Context: an optimization exercise on an open-source flow, tuned for small area, a short achievable clock period and few clock cycles. The choices shown serve that exercise and are no tape-out recipe.
Where RTL was checked, it was by simulation tests only, not by an equivalence proof against the original.
For run 1, only the layout was checked, not whether the RTL still works.
No activity file was given, so power comes from the tool's default toggle rates.

### run.sh
#!/bin/bash
# synth_recipe.tcl (not shown) runs the flow's synth.tcl, then flattens the netlist and writes it again
# the make line also repeats each setting of config.mk as NAME=value (left out here)
make -C /OpenROAD-flow-scripts/flow DESIGN_CONFIG=/design/flow/config.mk WORK_HOME=/design/flow/orfs CLKGATE_MAP_FILE= SYNTH_SCRIPT=/design/flow/synth_recipe.tcl finish
### config.mk
export PLATFORM = sky130hd
export DESIGN_NAME = LASER
export DESIGN_NICKNAME = LASER
export VERILOG_FILES = /design/flow/design.v
export SDC_FILE = /design/flow/constraint.sdc
export NUM_CORES = 4
export LEC_CHECK = 0
export CAP_MARGIN = 20
export CORE_MARGIN = 2
export CORE_UTILIZATION = 40
export SLEW_MARGIN = 20
### constraint.sdc
create_clock -name core_clock -period 10.0 [get_ports {CLK}]
set_input_delay 2.0000 -clock core_clock [delete_from_list [all_inputs] [get_ports {CLK}]]
set_output_delay 2.0000 -clock core_clock [all_outputs]
set_load 0.01 [all_outputs]
### design.v
module LASER (
input CLK,
input RST,
input [3:0] X,
input [3:0] Y,
output [3:0] C1X,
output [3:0] C1Y,
output [3:0] C2X,
output [3:0] C2Y,
output reg DONE);
localparam S_LOAD = 3'd0, S_SCAN = 3'd1, S_DRAIN = 3'd2, S_LABEL = 3'd3, S_DONE = 3'd4;
reg [2:0] state;
reg [5:0] ld_cnt;
reg [4:0] seg;       
reg [3:0] rx [0:39];
reg [3:0] ry [0:39];
reg       rl [0:39];
reg        s2_valid;
reg [4:0] s2_seg;
reg [5:0]  cnt_r [0:7];
reg [5:0]  M, Mp1, Mp2;
reg [7:0]  B, Bp;
assign C1X = B[3:0];
assign C1Y = B[7:4];
assign C2X = Bp[3:0];
assign C2Y = Bp[7:4];
wire labeling = (state == S_LABEL);
wire [3:0] row = labeling ? B[7:4] : seg[4:1];
wire [0:0] half = labeling ? B[3:3] : seg[0:0];
wire [7:0] bx_oh = 8'd1 << B[2:0];
wire [7:0] mask [0:39];
wire [39:0] inside_b;
genvar gi, gj;
generate
for (gi = 0; gi < 40; gi = gi + 1) begin : pt
	wire [3:0] px = rx[gi];
	wire [3:0] py = ry[gi];
	wire [4:0] e = {1'b0, py} - {1'b0, row};
	reg c0, c12, c3, c4;
	always @(*) begin
		c0 = 1'b0; c12 = 1'b0; c3 = 1'b0; c4 = 1'b0;
		case (e)
			5'd0: c0 = 1'b1;
			5'd1, 5'd2, 5'd31, 5'd30: c12 = 1'b1;
			5'd3, 5'd29: c3 = 1'b1;
			5'd4, 5'd28: c4 = 1'b1;
			default: ;
		endcase
	end
	wire [2:0] r = c0 ? 3'd4 : c12 ? 3'd3 : c3 ? 3'd2 : 3'd0;
	wire near = c0 | c12 | c3 | c4;
	wire [4:0] lo = {1'b0, px} - {2'b00, r};
	wire [4:0] hi = {1'b0, px} + {2'b00, r};
	wire [7:0] tl, th;
	therm_le3 u_tl (.u(lo[2:0]), .t(tl));
	therm_ge3 u_th (.u(hi[2:0]), .t(th));
	wire [7:0] tl8 = half[0] ? (tl | {8{~lo[3]}}) : (tl & {8{~lo[3]}});
	wire [7:0] th8 = half[0] ? (th & {8{hi[3]}}) : (th | {8{hi[3]}});
	wire [7:0] m = (tl8 | {8{lo[4]}}) & (th8 | {8{hi[4]}}) & {8{near}};
	assign mask[gi] = m & {8{~rl[gi]}};
	assign inside_b[gi] = |(m & bx_oh);
end
endgenerate
wire [5:0] cnt [0:7];
generate
for (gj = 0; gj < 8; gj = gj + 1) begin : pcol
	wire [39:0] bits;
	for (gi = 0; gi < 40; gi = gi + 1) begin : b
		assign bits[gi] = mask[gi][gj];
	end
	pc40 u_pc (.a(bits), .s(cnt[gj]));
end
endgenerate
wire [5:0] lv_c [0:14];
wire [2:0] lv_i [0:14];
generate
for (gj = 0; gj < 8; gj = gj + 1) begin : lv0
	assign lv_c[gj] = cnt_r[gj];
	assign lv_i[gj] = gj;
end
for (gj = 0; gj < 7; gj = gj + 1) begin : lvn
	wire right = lv_c[2*gj+1] >= lv_c[2*gj];
	assign lv_c[8+gj] = right ? lv_c[2*gj+1] : lv_c[2*gj];
	assign lv_i[8+gj] = right ? lv_i[2*gj+1] : lv_i[2*gj];
end
endgenerate
wire [5:0] rmax = lv_c[14];
wire [2:0] rcol = lv_i[14];
wire take = (rmax >= M);
wire finish = take ? (rmax == Mp2) : (M == Mp2);
integer i, j;
always @(posedge CLK or posedge RST) begin
	if (RST) begin
		state <= S_LOAD;
		ld_cnt <= 6'd0;
		seg <= 5'd0;
		s2_valid <= 1'b0;
		s2_seg <= 5'd0;
		DONE <= 1'b0;
		M <= 6'd0;
		Mp1 <= 6'd0;
		Mp2 <= 6'd0;
		B <= 8'd0;
		Bp <= 8'd0;
	end else begin
		DONE <= 1'b0;
		s2_valid <= (state == S_SCAN);
		s2_seg <= seg;
		case (state)
			S_LOAD: begin
				ld_cnt <= ld_cnt + 6'd1;
				seg <= 5'd0;
				M <= 6'd0;
				Mp1 <= 6'd0;
				Mp2 <= 6'd0;
				if (ld_cnt == 6'd39) begin
					ld_cnt <= 6'd0;
					state <= S_SCAN;
				end
			end
			S_SCAN: begin
				seg <= seg + 5'd1;
				if (seg == {5{1'b1}})
					state <= S_DRAIN;
			end
			S_DRAIN: begin
				if (finish) begin
					DONE <= 1'b1;
					state <= S_DONE;
				end else
					state <= S_LABEL;
			end
			S_LABEL: begin
				Mp2 <= Mp1;
				Mp1 <= M;
				M <= 6'd0;
				Bp <= B;
				state <= S_SCAN;
			end
			default: begin
				state <= S_LOAD;
			end
		endcase
		if (s2_valid && take) begin
			M <= rmax;
			B <= {s2_seg, rcol};
		end
	end
end
always @(posedge CLK) begin
	for (j = 0; j < 8; j = j + 1)
		cnt_r[j] <= cnt[j];
	for (i = 1; i < 40; i = i + 1) begin
		rx[i] <= rx[i-1];
		ry[i] <= ry[i-1];
		rl[i] <= labeling ? inside_b[i-1] : rl[i-1];
	end
	if (state == S_LOAD) begin
		rx[0] <= X;
		ry[0] <= Y;
		rl[0] <= 1'b0;
	end else begin
		rx[0] <= rx[39];
		ry[0] <= ry[39];
		rl[0] <= labeling ? inside_b[39] : rl[39];
	end
end
endmodule
module therm_le3 (input [2:0] u, output [7:0] t);
wire [3:0] t2 = {1'b1, ~(u[1] & u[0]), ~u[1], ~(u[1] | u[0])};
assign t = {{4{~u[2]}} | t2, {4{~u[2]}} & t2};
endmodule
module therm_le4 (input [3:0] u, output [15:0] t);
wire [7:0] t3;
therm_le3 u3 (.u(u[2:0]), .t(t3));
assign t = {{8{~u[3]}} | t3, {8{~u[3]}} & t3};
endmodule
module therm_ge3 (input [2:0] u, output [7:0] t);
wire [7:0] n;
therm_le3 u_n (.u(~u), .t(n));
genvar k;
generate
for (k = 0; k < 8; k = k + 1) begin : rev
	assign t[k] = n[7 - k];
end
endgenerate
endmodule
module therm_ge4 (input [3:0] u, output [15:0] t);
wire [15:0] n;
therm_le4 u_n (.u(~u), .t(n));
genvar k;
generate
for (k = 0; k < 16; k = k + 1) begin : rev
	assign t[k] = n[15 - k];
end
endgenerate
endmodule
module pc40 (input [39:0] a, output [5:0] s);
	wire t1 = a[0] ^ a[1] ^ a[2];
	wire t2 = (a[0] & a[1]) | (a[0] & a[2]) | (a[1] & a[2]);
	wire t3 = a[3] ^ a[4] ^ a[5];
	wire t4 = (a[3] & a[4]) | (a[3] & a[5]) | (a[4] & a[5]);
	wire t5 = a[6] ^ a[7] ^ a[8];
	wire t6 = (a[6] & a[7]) | (a[6] & a[8]) | (a[7] & a[8]);
	wire t7 = a[9] ^ a[10] ^ a[11];
	wire t8 = (a[9] & a[10]) | (a[9] & a[11]) | (a[10] & a[11]);
	wire t9 = a[12] ^ a[13] ^ a[14];
	wire t10 = (a[12] & a[13]) | (a[12] & a[14]) | (a[13] & a[14]);
	wire t11 = a[15] ^ a[16] ^ a[17];
	wire t12 = (a[15] & a[16]) | (a[15] & a[17]) | (a[16] & a[17]);
	wire t13 = a[18] ^ a[19] ^ a[20];
	wire t14 = (a[18] & a[19]) | (a[18] & a[20]) | (a[19] & a[20]);
	wire t15 = a[21] ^ a[22] ^ a[23];
	wire t16 = (a[21] & a[22]) | (a[21] & a[23]) | (a[22] & a[23]);
	wire t17 = a[24] ^ a[25] ^ a[26];
	wire t18 = (a[24] & a[25]) | (a[24] & a[26]) | (a[25] & a[26]);
	wire t19 = a[27] ^ a[28] ^ a[29];
	wire t20 = (a[27] & a[28]) | (a[27] & a[29]) | (a[28] & a[29]);
	wire t21 = a[30] ^ a[31] ^ a[32];
	wire t22 = (a[30] & a[31]) | (a[30] & a[32]) | (a[31] & a[32]);
	wire t23 = a[33] ^ a[34] ^ a[35];
	wire t24 = (a[33] & a[34]) | (a[33] & a[35]) | (a[34] & a[35]);
	wire t25 = a[36] ^ a[37] ^ a[38];
	wire t26 = (a[36] & a[37]) | (a[36] & a[38]) | (a[37] & a[38]);
	wire t27 = t1 ^ t3 ^ t5;
	wire t28 = (t1 & t3) | (t1 & t5) | (t3 & t5);
	wire t29 = t7 ^ t9 ^ t11;
	wire t30 = (t7 & t9) | (t7 & t11) | (t9 & t11);
	wire t31 = t13 ^ t15 ^ t17;
	wire t32 = (t13 & t15) | (t13 & t17) | (t15 & t17);
	wire t33 = t19 ^ t21 ^ t23;
	wire t34 = (t19 & t21) | (t19 & t23) | (t21 & t23);
	wire t35 = t25 ^ a[39];
	wire t36 = t25 & a[39];
	wire t37 = t2 ^ t4 ^ t6;
	wire t38 = (t2 & t4) | (t2 & t6) | (t4 & t6);
	wire t39 = t8 ^ t10 ^ t12;
	wire t40 = (t8 & t10) | (t8 & t12) | (t10 & t12);
	wire t41 = t14 ^ t16 ^ t18;
	wire t42 = (t14 & t16) | (t14 & t18) | (t16 & t18);
	wire t43 = t20 ^ t22 ^ t24;
	wire t44 = (t20 & t22) | (t20 & t24) | (t22 & t24);
	wire t45 = t27 ^ t29 ^ t31;
	wire t46 = (t27 & t29) | (t27 & t31) | (t29 & t31);
	wire t47 = t33 ^ t35;
	wire t48 = t33 & t35;
	wire t49 = t28 ^ t30 ^ t32;
	wire t50 = (t28 & t30) | (t28 & t32) | (t30 & t32);
	wire t51 = t34 ^ t36 ^ t37;
	wire t52 = (t34 & t36) | (t34 & t37) | (t36 & t37);
	wire t53 = t39 ^ t41 ^ t43;
	wire t54 = (t39 & t41) | (t39 & t43) | (t41 & t43);
	wire t55 = t38 ^ t40 ^ t42;
	wire t56 = (t38 & t40) | (t38 & t42) | (t40 & t42);
	wire t57 = t45 ^ t47;
	wire t58 = t45 & t47;
	wire t59 = t46 ^ t48 ^ t49;
	wire t60 = (t46 & t48) | (t46 & t49) | (t48 & t49);
	wire t61 = t51 ^ t53 ^ t26;
	wire t62 = (t51 & t53) | (t51 & t26) | (t53 & t26);
	wire t63 = t50 ^ t52 ^ t54;
	wire t64 = (t50 & t52) | (t50 & t54) | (t52 & t54);
	wire t65 = t55 ^ t44;
	wire t66 = t55 & t44;
	wire t67 = t58 ^ t59 ^ t61;
	wire t68 = (t58 & t59) | (t58 & t61) | (t59 & t61);
	wire t69 = t60 ^ t62 ^ t63;
	wire t70 = (t60 & t62) | (t60 & t63) | (t62 & t63);
	wire t71 = t64 ^ t66 ^ t56;
	wire t72 = (t64 & t66) | (t64 & t56) | (t66 & t56);
	wire t73 = t68 ^ t69 ^ t65;
	wire t74 = (t68 & t69) | (t68 & t65) | (t69 & t65);
	wire t75 = t70 ^ t71;
	wire t76 = t70 & t71;
	wire t77 = t74 ^ t75;
	wire t78 = t74 & t75;
	wire t79 = t76 ^ t72;
	wire t80 = t76 & t72;
	wire t81 = t78 ^ t79;
	wire t82 = t78 & t79;
	wire t83 = t82 ^ t80;
	wire t84 = t82 & t80;
	assign s = {t83, t81, t77, t73, t67, t57};
endmodule
==> results of run 1 <==
-- cell type report --
type                    instances  area share, %
well taps                    1917           3.80
clock inverters                39          0.841
multi-input cells            5790           70.0
repair buffers                113           1.73
inverters                     943           5.61
flip-flops and latches        463           15.1
diodes                          2        0.00793
clock buffers                  81           2.88
-- worst min-delay path by stage --
stage | endpoint | slack [ns] | depth (start not counted)
after floorplan | rx[32][3]$_DFF_P_ | 0.33 | 0
after global placement | ry[38][0]$_DFF_P_ | 0.34 | 0
after detailed placement | ry[20][0]$_DFF_P_ | 0.34 | 0
after CTS | ry[5][0]$_DFF_P_ | 0.35 | 0
after global routing | ry[29][0]$_DFF_P_ | 0.36 | 0
final | ry[20][0]$_DFF_P_ | 0.35 | 0
-- Yosys cell counts, types with 32 or more instances --
library cell / n / share of area, %
nor2b_1: 175 / 1.9
nand3b_1: 35 / 0.45
a21oi_1: 462 / 4.0
and3_1: 73 / 0.78
xnor2_1: 113 / 1.7
dfrtp_1: 55 / 2.4
nand3_1: 160 / 1.4
xor2_1: 60 / 0.90
inv_1: 942 / 6.1
o21a_1: 113 / 1.5
or3_1: 95 / 1.0
fa_1: 389 / 13
mux2i_1: 60 / 1.0
buf_2: 66 / 0.57
nand2b_1: 132 / 1.4
a311oi_1: 35 / 0.53
or2_2: 60 / 0.64
dfxtp_1: 408 / 14
a31oi_1: 109 / 1.2
a21o_1: 80 / 1.0
a22oi_1: 49 / 0.63
a22o_1: 32 / 0.48
o211ai_1: 82 / 1.1
ha_1: 582 / 12
nand2_1: 594 / 3.8
a211oi_1: 84 / 1.1
nor3b_1: 43 / 0.55
nor2_1: 588 / 3.8
a221oi_1: 45 / 0.68
nor3_1: 198 / 1.7
o221ai_1: 48 / 0.72
o21ai_0: 486 / 4.2
and2_1: 72 / 0.77
o22ai_1: 49 / 0.53
clkbuf_1: 189 / 1.2
maj3_1: 42 / 0.72
o31ai_1: 97 / 1.2
-- cell families after synthesis --
group	synth area share [%]
compound gates	24.7
xor+xnor	2.67
fa+ha+maj	26.6
buf+inv	8.30
flops	16.4
mux	1.40
simple gates	20.0
-- critical path, delay by kind of cell (launching register included) --
family	cells	cell delay [ns]
compound gates	6	1.77
buf+inv	5	0.64
mux	1	0.40
xor+xnor	1	0.18
simple gates	5	1.30
fa+ha+maj	11	4.50
flops	1	0.50
-- per-stage QoR --
| step | setup TNS [ns] | std cells | total power [mW] |
|---|---|---|---|
| 2_1_floorplan | 0 | 7498 | 7.30 |
| 3_3_place_gp | 0 | 9224 | 9.36 |
| 3_5_place_dp | 0 | 9224 | 9.44 |
| 4_1_cts | 0 | 9344 | 12.1 |
| 5_1_grt | -0.00419 | 9346 | 13.0 |
| 6_report | 0 | 9348 | 12.2 |
-- per-layer routing --
| layer | track usage (%) | vias up | wire length, µm |
|---|---|---|---|
| li1 | - | 26100 | - |
| met1 | 35.8 | 26300 | 88500 |
| met2 | 42.0 | 1920 | 87800 |
| met3 | 3.95 | 347 | 14100 |
| met4 | 9.09 | 0 | 7590 |
| met5 | 0 | - | 0 |
-- power by group through the flow --
stage / registers [mW] / clock network (mW) / logic (mW)
final: 2.31 / 2.61 / 7.26
after global routing: 2.32 / 2.73 / 7.95
after detailed placement: 2.34 / 0 / 7.10
after floorplan: 2.21 / 0 / 5.09
after CTS: 2.30 / 2.67 / 7.15
after global placement: 2.34 / 0 / 7.02
-- timing repair --
item / CTS / global route
gates resized for setup: 0 / 13
buffers inserted: 0 / 2
hold buffers: 0 / 0
endpoints found under the setup margin: 0 / 15
endpoints found under the hold margin: 0 / 0
-- state kept, by name, indices dropped and copies added (netlist names) --
register,cells
seg,5
Mp1,6
ld_cnt,6
s2_seg,5
B,8
ry,160
Mp2,6
state,3
Bp,8
s2_valid,1
rx,160
cnt_r,48
DONE,1
M,6
rl,40
==> impl_metrics.ini, run 1 <==
[floorplanning]
initial_utilization_pct = 40.2
top_level_ports = 27
rows = 140
die_x_um = 386
fp.coreArea_um2 = 145000
die_h_um = 386
die_area_um2 = 149000

[timing]
hold_violations = 0
final-max-slew-violation-count = 0
finalSetupViolations = 0
finClkSkew_ns = 0.0394
tightest_slew_ns = 1.14
slew_headroom_pct = 23.5
fin_crit_ns = 9.48
setup_slack_ns = 0.517
max_freq_ghz = 0.105
timing.final.crit_share_pct = 94.8
hold_ws_ns = 0.351

[cts]
clock_latency_ns = 0.70
clk_root_buffer_cell = clkbuf_16
clk_pin_slew_ns = 0.06
cts_buffer_depth = 3
cts_buffers = 67
htreeDepth = 3
tritoncts = yes
cts.sinks = 463

[layout]
most-common-layout-cells = 939 x inv_1, 591 x nand2_1, 582 x ha_1
seq_area_um2 = 9550
multiInputGateArea_um2 = 44100
drive_gt1_share_pct = 5.07
layout_commonest_cell = inv_1
num-fill-cells = 14400
area_delta_synth_final_pct = 8.08
nets = 8359
utilization_pct = 43.4
final_cell_area_um2 = 63100

[setup_path]
required_ns = 10.58
slowest_stage = fa_1
cp-end-kind = register
rrSetupSlack_ns = 0.52
rr_endpoint = cnt_r[2][4]$_DFF_P_
reg2regPathDepth = 29
critPathCapture = cnt_r[2][4]$_DFF_P_
path_class = reg2reg
crit_arrival_ns = 10.06
worstPathMaxFanout = 19
cpMostUsedCell = fa_1
reg2reg_from = state[2]$_DFFE_PP0P_
crit_path_start_kind = register
cpPeakStageDelay_ns = 0.57
crit_path_start = state[2]$_DFFE_PP0P_

[power_and_ir_drop]
internal_power_mw = 6.33
switching_share_pct = 48.0
powerDensity_nw_per_um2 = 193
p_leak_nw = 27.6
power_frac_comb_pct = 59.6
power_switching_mw = 5.85
ir_drop_v = 0.000304
seq_power_share_pct = 19.0
clkPwrFrac_pct = 21.4

[routing]
wl_um = 198000
drt_iter0_markers = 4957
antenna_left = 0
drc = 0
viasPerCell = 5.85
routedWlPerCell_um = 21.2
firstDrtPassIters = 6
dr_total_vias = 54700

[logic_synthesis]
synth_edf_count = 0
ys_ff_latch = 463
yosysUniqueCellTypes = 100
syn-cell-area_um2 = 58400
syn_nets = 8479
synthCells = 7498
ys.warnings.count = 9
syn_avg_cell_area_um2 = 7.78
yosysSeqAreaShare_pct = 16.4
synth-main-ff-cell = dfxtp_1
async_flop_share_pct = 11.9

[global_route]
grt_max_degree = 98
antenna_found_initial = 9
grt_pass1_vias = 51700
grt_pass1_wl_um = 304000
global_route.usage.total_pct = 26.2
grt-ovfl-total = 0

[placement]
dpl_cell_area_um2 = 60700
dp_slack_ns = 0.254
io_buffer_count = 26
place_hpwl_um = 156000
globalplace.congestion = 1.01

[hold_path]
hold_path_class = reg2reg
hp-start = ry[19][0]$_DFF_P_

[status]
outcome = timing/DRC/antenna clean

[job]
max_cap_viol_count = 0
==> run 2, diff against run 1 <==
--- a/design.v
+++ b/design.v
@@ -11,13 +11,13 @@
 localparam S_LOAD = 3'd0, S_SCAN = 3'd1, S_DRAIN = 3'd2, S_LABEL = 3'd3, S_DONE = 3'd4;
 reg [2:0] state;
 reg [5:0] ld_cnt;
-reg [4:0] seg;       
+reg [3:0] cy;
 reg [3:0] rx [0:39];
 reg [3:0] ry [0:39];
 reg       rl [0:39];
 reg        s2_valid;
-reg [4:0] s2_seg;
-reg [5:0]  cnt_r [0:7];
+reg [3:0]  s2_row;
+reg [5:0]  cnt_r [0:15];
 reg [5:0]  M, Mp1, Mp2;
 reg [7:0]  B, Bp;
 assign C1X = B[3:0];
@@ -25,11 +25,10 @@
 assign C2X = Bp[3:0];
 assign C2Y = Bp[7:4];
 wire labeling = (state == S_LABEL);
-wire [3:0] row = labeling ? B[7:4] : seg[4:1];
-wire [0:0] half = labeling ? B[3:3] : seg[0:0];
-wire [7:0] bx_oh = 8'd1 << B[2:0];
-wire [7:0] mask [0:39];
+wire [3:0] row = labeling ? B[7:4] : cy;
+wire [15:0] mask [0:39];
 wire [39:0] inside_b;
+wire [15:0] bx_oh = 16'd1 << B[3:0];
 genvar gi, gj;
 generate
 for (gi = 0; gi < 40; gi = gi + 1) begin : pt
@@ -51,19 +50,17 @@
 	wire near = c0 | c12 | c3 | c4;
 	wire [4:0] lo = {1'b0, px} - {2'b00, r};
 	wire [4:0] hi = {1'b0, px} + {2'b00, r};
-	wire [7:0] tl, th;
-	therm_le3 u_tl (.u(lo[2:0]), .t(tl));
-	therm_ge3 u_th (.u(hi[2:0]), .t(th));
-	wire [7:0] tl8 = half[0] ? (tl | {8{~lo[3]}}) : (tl & {8{~lo[3]}});
-	wire [7:0] th8 = half[0] ? (th & {8{hi[3]}}) : (th | {8{hi[3]}});
-	wire [7:0] m = (tl8 | {8{lo[4]}}) & (th8 | {8{hi[4]}}) & {8{near}};
-	assign mask[gi] = m & {8{~rl[gi]}};
+	wire [15:0] tl, th;
+	therm_le u_tl (.u(lo[3:0]), .t(tl));
+	therm_ge u_th (.u(hi[3:0]), .t(th));
+	wire [15:0] m = (tl | {16{lo[4]}}) & (th | {16{hi[4]}}) & {16{near}};
+	assign mask[gi] = m & {16{~rl[gi]}};
 	assign inside_b[gi] = |(m & bx_oh);
 end
 endgenerate
-wire [5:0] cnt [0:7];
-generate
-for (gj = 0; gj < 8; gj = gj + 1) begin : pcol
+wire [5:0] cnt [0:15];
+generate
+for (gj = 0; gj < 16; gj = gj + 1) begin : pcol
 	wire [39:0] bits;
 	for (gi = 0; gi < 40; gi = gi + 1) begin : b
 		assign bits[gi] = mask[gi][gj];
@@ -71,31 +68,31 @@
 	pc40 u_pc (.a(bits), .s(cnt[gj]));
 end
 endgenerate
-wire [5:0] lv_c [0:14];
-wire [2:0] lv_i [0:14];
-generate
-for (gj = 0; gj < 8; gj = gj + 1) begin : lv0
+integer i, j;
+wire [5:0] lv_c [0:30];
+wire [3:0] lv_i [0:30];
+generate
+for (gj = 0; gj < 16; gj = gj + 1) begin : lv0
 	assign lv_c[gj] = cnt_r[gj];
 	assign lv_i[gj] = gj;
 end
-for (gj = 0; gj < 7; gj = gj + 1) begin : lvn
+for (gj = 0; gj < 15; gj = gj + 1) begin : lvn
 	wire right = lv_c[2*gj+1] >= lv_c[2*gj];
-	assign lv_c[8+gj] = right ? lv_c[2*gj+1] : lv_c[2*gj];
-	assign lv_i[8+gj] = right ? lv_i[2*gj+1] : lv_i[2*gj];
-end
-endgenerate
-wire [5:0] rmax = lv_c[14];
-wire [2:0] rcol = lv_i[14];
+	assign lv_c[16+gj] = right ? lv_c[2*gj+1] : lv_c[2*gj];
+	assign lv_i[16+gj] = right ? lv_i[2*gj+1] : lv_i[2*gj];
+end
+endgenerate
+wire [5:0] rmax = lv_c[30];
+wire [3:0] rcol = lv_i[30];
 wire take = (rmax >= M);
 wire finish = take ? (rmax == Mp2) : (M == Mp2);
-integer i, j;
 always @(posedge CLK or posedge RST) begin
 	if (RST) begin
 		state <= S_LOAD;
 		ld_cnt <= 6'd0;
-		seg <= 5'd0;
+		cy <= 4'd0;
 		s2_valid <= 1'b0;
-		s2_seg <= 5'd0;
+		s2_row <= 4'd0;
 		DONE <= 1'b0;
 		M <= 6'd0;
 		Mp1 <= 6'd0;
@@ -105,11 +102,11 @@
 	end else begin
 		DONE <= 1'b0;
 		s2_valid <= (state == S_SCAN);
-		s2_seg <= seg;
+		s2_row <= cy;
 		case (state)
 			S_LOAD: begin
 				ld_cnt <= ld_cnt + 6'd1;
-				seg <= 5'd0;
+				cy <= 4'd0;
 				M <= 6'd0;
 				Mp1 <= 6'd0;
 				Mp2 <= 6'd0;
@@ -119,8 +116,8 @@
 				end
 			end
 			S_SCAN: begin
-				seg <= seg + 5'd1;
-				if (seg == {5{1'b1}})
+				cy <= cy + 4'd1;
+				if (cy == 4'd15)
 					state <= S_DRAIN;
 			end
 			S_DRAIN: begin
@@ -143,12 +140,12 @@
 		endcase
 		if (s2_valid && take) begin
 			M <= rmax;
-			B <= {s2_seg, rcol};
+			B <= {s2_row, rcol};
 		end
 	end
 end
 always @(posedge CLK) begin
-	for (j = 0; j < 8; j = j + 1)
+	for (j = 0; j < 16; j = j + 1)
 		cnt_r[j] <= cnt[j];
 	for (i = 1; i < 40; i = i + 1) begin
 		rx[i] <= rx[i-1];
@@ -165,35 +162,6 @@
 		rl[0] <= labeling ? inside_b[39] : rl[39];
 	end
 end
-endmodule
-module therm_le3 (input [2:0] u, output [7:0] t);
-wire [3:0] t2 = {1'b1, ~(u[1] & u[0]), ~u[1], ~(u[1] | u[0])};
-assign t = {{4{~u[2]}} | t2, {4{~u[2]}} & t2};
-endmodule
-module therm_le4 (input [3:0] u, output [15:0] t);
-wire [7:0] t3;
-therm_le3 u3 (.u(u[2:0]), .t(t3));
-assign t = {{8{~u[3]}} | t3, {8{~u[3]}} & t3};
-endmodule
-module therm_ge3 (input [2:0] u, output [7:0] t);
-wire [7:0] n;
-therm_le3 u_n (.u(~u), .t(n));
-genvar k;
-generate
-for (k = 0; k < 8; k = k + 1) begin : rev
-	assign t[k] = n[7 - k];
-end
-endgenerate
-endmodule
-module therm_ge4 (input [3:0] u, output [15:0] t);
-wire [15:0] n;
-therm_le4 u_n (.u(~u), .t(n));
-genvar k;
-generate
-for (k = 0; k < 16; k = k + 1) begin : rev
-	assign t[k] = n[15 - k];
-end
-endgenerate
 endmodule
 module pc40 (input [39:0] a, output [5:0] s);
 	wire t1 = a[0] ^ a[1] ^ a[2];
@@ -282,3 +250,18 @@
 	wire t84 = t82 & t80;
 	assign s = {t83, t81, t77, t73, t67, t57};
 endmodule
+module therm_le (input [3:0] u, output [15:0] t);
+wire [3:0] t2 = {1'b1, ~(u[1] & u[0]), ~u[1], ~(u[1] | u[0])};
+wire [7:0] t3 = {{4{~u[2]}} | t2, {4{~u[2]}} & t2};
+assign t = {{8{~u[3]}} | t3, {8{~u[3]}} & t3};
+endmodule
+module therm_ge (input [3:0] u, output [15:0] t);
+wire [15:0] n;
+therm_le u_n (.u(~u), .t(n));
+genvar k;
+generate
+for (k = 0; k < 16; k = k + 1) begin : rev
+	assign t[k] = n[15 - k];
+end
+endgenerate
+endmodule
==> impl_metrics.ini, run 2 <==
[logic_synthesis]
yosysSeqAreaShare_pct = 15.7
synth_common_cells = 1,190 x inv_1, 975 x nor2_1, 706 x ha_1, 664 x fa_1, 597 x nand2_1
yosysMostFrequentCell = inv_1
syn_nets = 9660
synth_edf_count = 0
yosys.area.top_type_share_pct = 19.9
synth_compound_gate_area_share_pct = 20.3
synth_fa_ha_area_share_pct = 33.2
ys_ff_latch = 509
syn_avg_cell_area_um2 = 8.05
synth.area.mux_share_pct = 1.42
syn-cell-area_um2 = 66700
synth-xor-area-share_pct = 3.91
yosysTopAreaCell = fa_1
synthCells = 8280
synth-main-ff-cell = dfxtp_1
synth-simple-area-share_pct = 17.5
synth.area.top_cells = fa_1 20%, dfxtp_1 14%, ha_1 13%
ys.warnings.count = 9
synth_top_family_by_area = adder cells
async_flop_share_pct = 10.4
yosysUniqueCellTypes = 97

[floorplanning]
die_h_um = 412
die_x_um = 412
top_level_ports = 27
initial_utilization_pct = 40.4
die_area_um2 = 170000
fp.coreArea_um2 = 165000
rows = 149

[global_route]
global_route.usage.total_pct = 33.0
grt_pass1_wl_um = 410000
antenna_found_initial = 13
grt_max_degree = 54
grt_pass1_vias = 60300
grt-ovfl-total = 0

[layout]
layout_commonest_cell = inv_1
num-fill-cells = 16400
area_delta_synth_final_pct = 8.69
nets = 9647
multiInputGateArea_um2 = 51200
most-common-layout-cells = 1,189 x inv_1, 966 x nor2_1, 706 x ha_1
fin_cells = 10500
utilization_pct = 43.9
drive_gt1_share_pct = 4.96
largestRegisters = rx (160), ry (160), cnt_r (96)
seq_area_um2 = 10500

[timing]
fin_crit_ns = 9.57
rsz0062_at_grt = false
finalSetupViolations = 0
timing.final.crit_share_pct = 95.7
hold_violations = 0
max_freq_ghz = 0.104
final-max-slew-violation-count = 0
finalSetupTns_ns = 0
finClkSkew_ns = 0.0295
slew_headroom_pct = 21.5
tightest_slew_ns = 1.17
hold_ws_ns = 0.347

[setup_path]
worstPathMaxFanout = 12
cpPeakStageDelay_ns = 0.60
slowest_stage = fa_1
cp-end-kind = register
cpMostUsedCell = fa_1
path_class = reg2reg
crit_path_start_kind = register
required_ns = 10.58
crit_arrival_ns = 10.16

[routing]
firstDrtPassIters = 9
wl_um = 284000
drt_iter0_markers = 7373
antenna_left = 0
drc = 0
dr_total_vias = 62200
routedWlPerCell_um = 27.0
viasPerCell = 5.91

[cts]
tritoncts = yes
clock_latency_ns = 0.69
cts_buffer_depth = 3
cts_buffers = 71
clk_root_buffer_cell = clkbuf_16
cts.sinks = 509
htreeDepth = 3
hold_buffers = 0
clk_pin_slew_ns = 0.06

[placement]
place_hpwl_um = 235000
io_buffer_count = 26
globalplace.congestion = 1.09
dp.cells = 10400

[power_and_ir_drop]
ir_drop_v = 0.00118
p_leak_nw = 31.9
powerDensity_nw_per_um2 = 293

[hold_path]
hold_path_class = reg2reg

[job]
max_cap_viol_count = 0

[status]
outcome = timing/DRC/antenna clean
run 2: cell count changes after synthesis, sizes merged, moves of 48 or more:
cell	previous run	this run
a31oi	109	45
o31ai	100	43
inv	942	1191
fa	389	664
nand3	160	105
a21o	80	205
nor2	588	977
buf	111	15
xnor2	113	191
dfxtp	408	456
ha	582	706
o22ai	49	140
and3	73	13
run 2: layout make-up:
class / count / area share (%)
diodes: 9 / 0.0311
clock buffers: 93 / 2.81
clock inverters: 32 / 0.603
inverters: 1193 / 6.18
multi-input cells: 6369 / 70.7
flip-flops and latches: 509 / 14.4
well taps: 2189 / 3.78
repair buffers: 123 / 1.49
run 2: worst max-delay path, delay by kind of cell, from the launching register on:
kind                     cells  cell delay, ns
AND/OR/NAND/NOR             12            2.65
buffers and inverters       10            1.08
adder cells (fa/ha/maj)     11            4.39
flip-flops                   1            0.47
XOR/XNOR                     2            0.38
AO/OA/AOI/OAI                3            0.44
run 2: metrics by stage:
step	worst slack [ns]	area (µm²)	total power, mW
2_1_floorplan	0.127	66700	13.3
3_3_place_gp	0.159	69800	16.8
3_5_place_dp	0.202	69800	17.1
4_1_cts	0.152	72300	20.0
5_1_grt	0.00534	72400	22.5
6_report	0.429	72500	21.2
run 2: routing by layer:
metal / up-vias / wire length, µm / global-route usage [%]
met1: 30300 / 122000 / 45.7
li1: 28100 / - / -
met5: - / 13 / 0
met3: 646 / 27000 / 6.48
met2: 3172 / 121000 / 49.9
met4: 2 / 13700 / 14.0
run 2: path summary, 6_finish.rpt:
path	to	slack [ns]	cells past startpoint	startpoint
worst min-delay path	ry[32][0]$_DFF_P_	0.35	0	ry[31][0]$_DFF_P_
min in group asynchronous	Bp[7]$_DFFE_PP0P_	1.81	3	RST
worst max-delay path	cnt_r[8][4]$_DFF_P_	0.43	38	state[0]$_DFFE_PP0P_
worst min register to register	ry[32][0]$_DFF_P_	0.35	0	ry[31][0]$_DFF_P_
worst max register to register	cnt_r[8][4]$_DFF_P_	0.43	38	state[0]$_DFFE_PP0P_
max in group asynchronous	M[1]$_DFFE_PP0P_	7.71	3	RST
run 2: kinds of logic after synthesis:
kind of cell | after synthesis
AO/OA/AOI/OAI | 2073
XOR/XNOR | 297
adder cells (fa/ha/maj) | 1373
buffers and inverters | 1402
flip-flops | 509
multiplexers | 89
AND/OR/NAND/NOR | 2537
run 2: power by group:
| group | switching [mW] | internal (mW) |
|---|---|---|
| registers | 0.247 | 2.39 |
| clock network | 1.13 | 1.67 |
| logic | 9.75 | 6.00 |
| total | 11.1 | 10.1 |
run 2: timing repair:
action / 4_1_cts / 5_1_grt
setup endpoints to repair: 0 / 49
resized for setup: 0 / 30
buffers inserted: 0 / 2
hold endpoints to repair: 0 / 0
Testbench counts of run 2, summed over its fixed seeds: cycles 4,818.

re-timing with driven ports:
No port has a modelled driver above. Below, the same layouts with a new extraction and two added sets of constraints.
Step 1, drivers: a clkbuf_16 drives CLK and a buf_2 each remaining input, both assumed.
Step 2 also shifts input and output timing later by t, the mid clock arrival at the registers, as if the neighbouring blocks saw the same clock.
Slacks: ideal ports / drivers / drivers and shift; pairs: ideal ports / drivers.
run | t (ns) | setup slack, ns | worst setup path after step 2 | worst register clock-pin slew, ns | worst data-port slew with drivers (ns)
run 1 | 0.755 | 0.517 / 0.517 / 0.517 | register to register | 0.06 / 0.06 | 0.05
run 2 | 0.770 | 0.429 / 0.429 / 0.429 | register to register | 0.07 / 0.07 | 0.13
After both steps setup and hold are still met in every run listed.
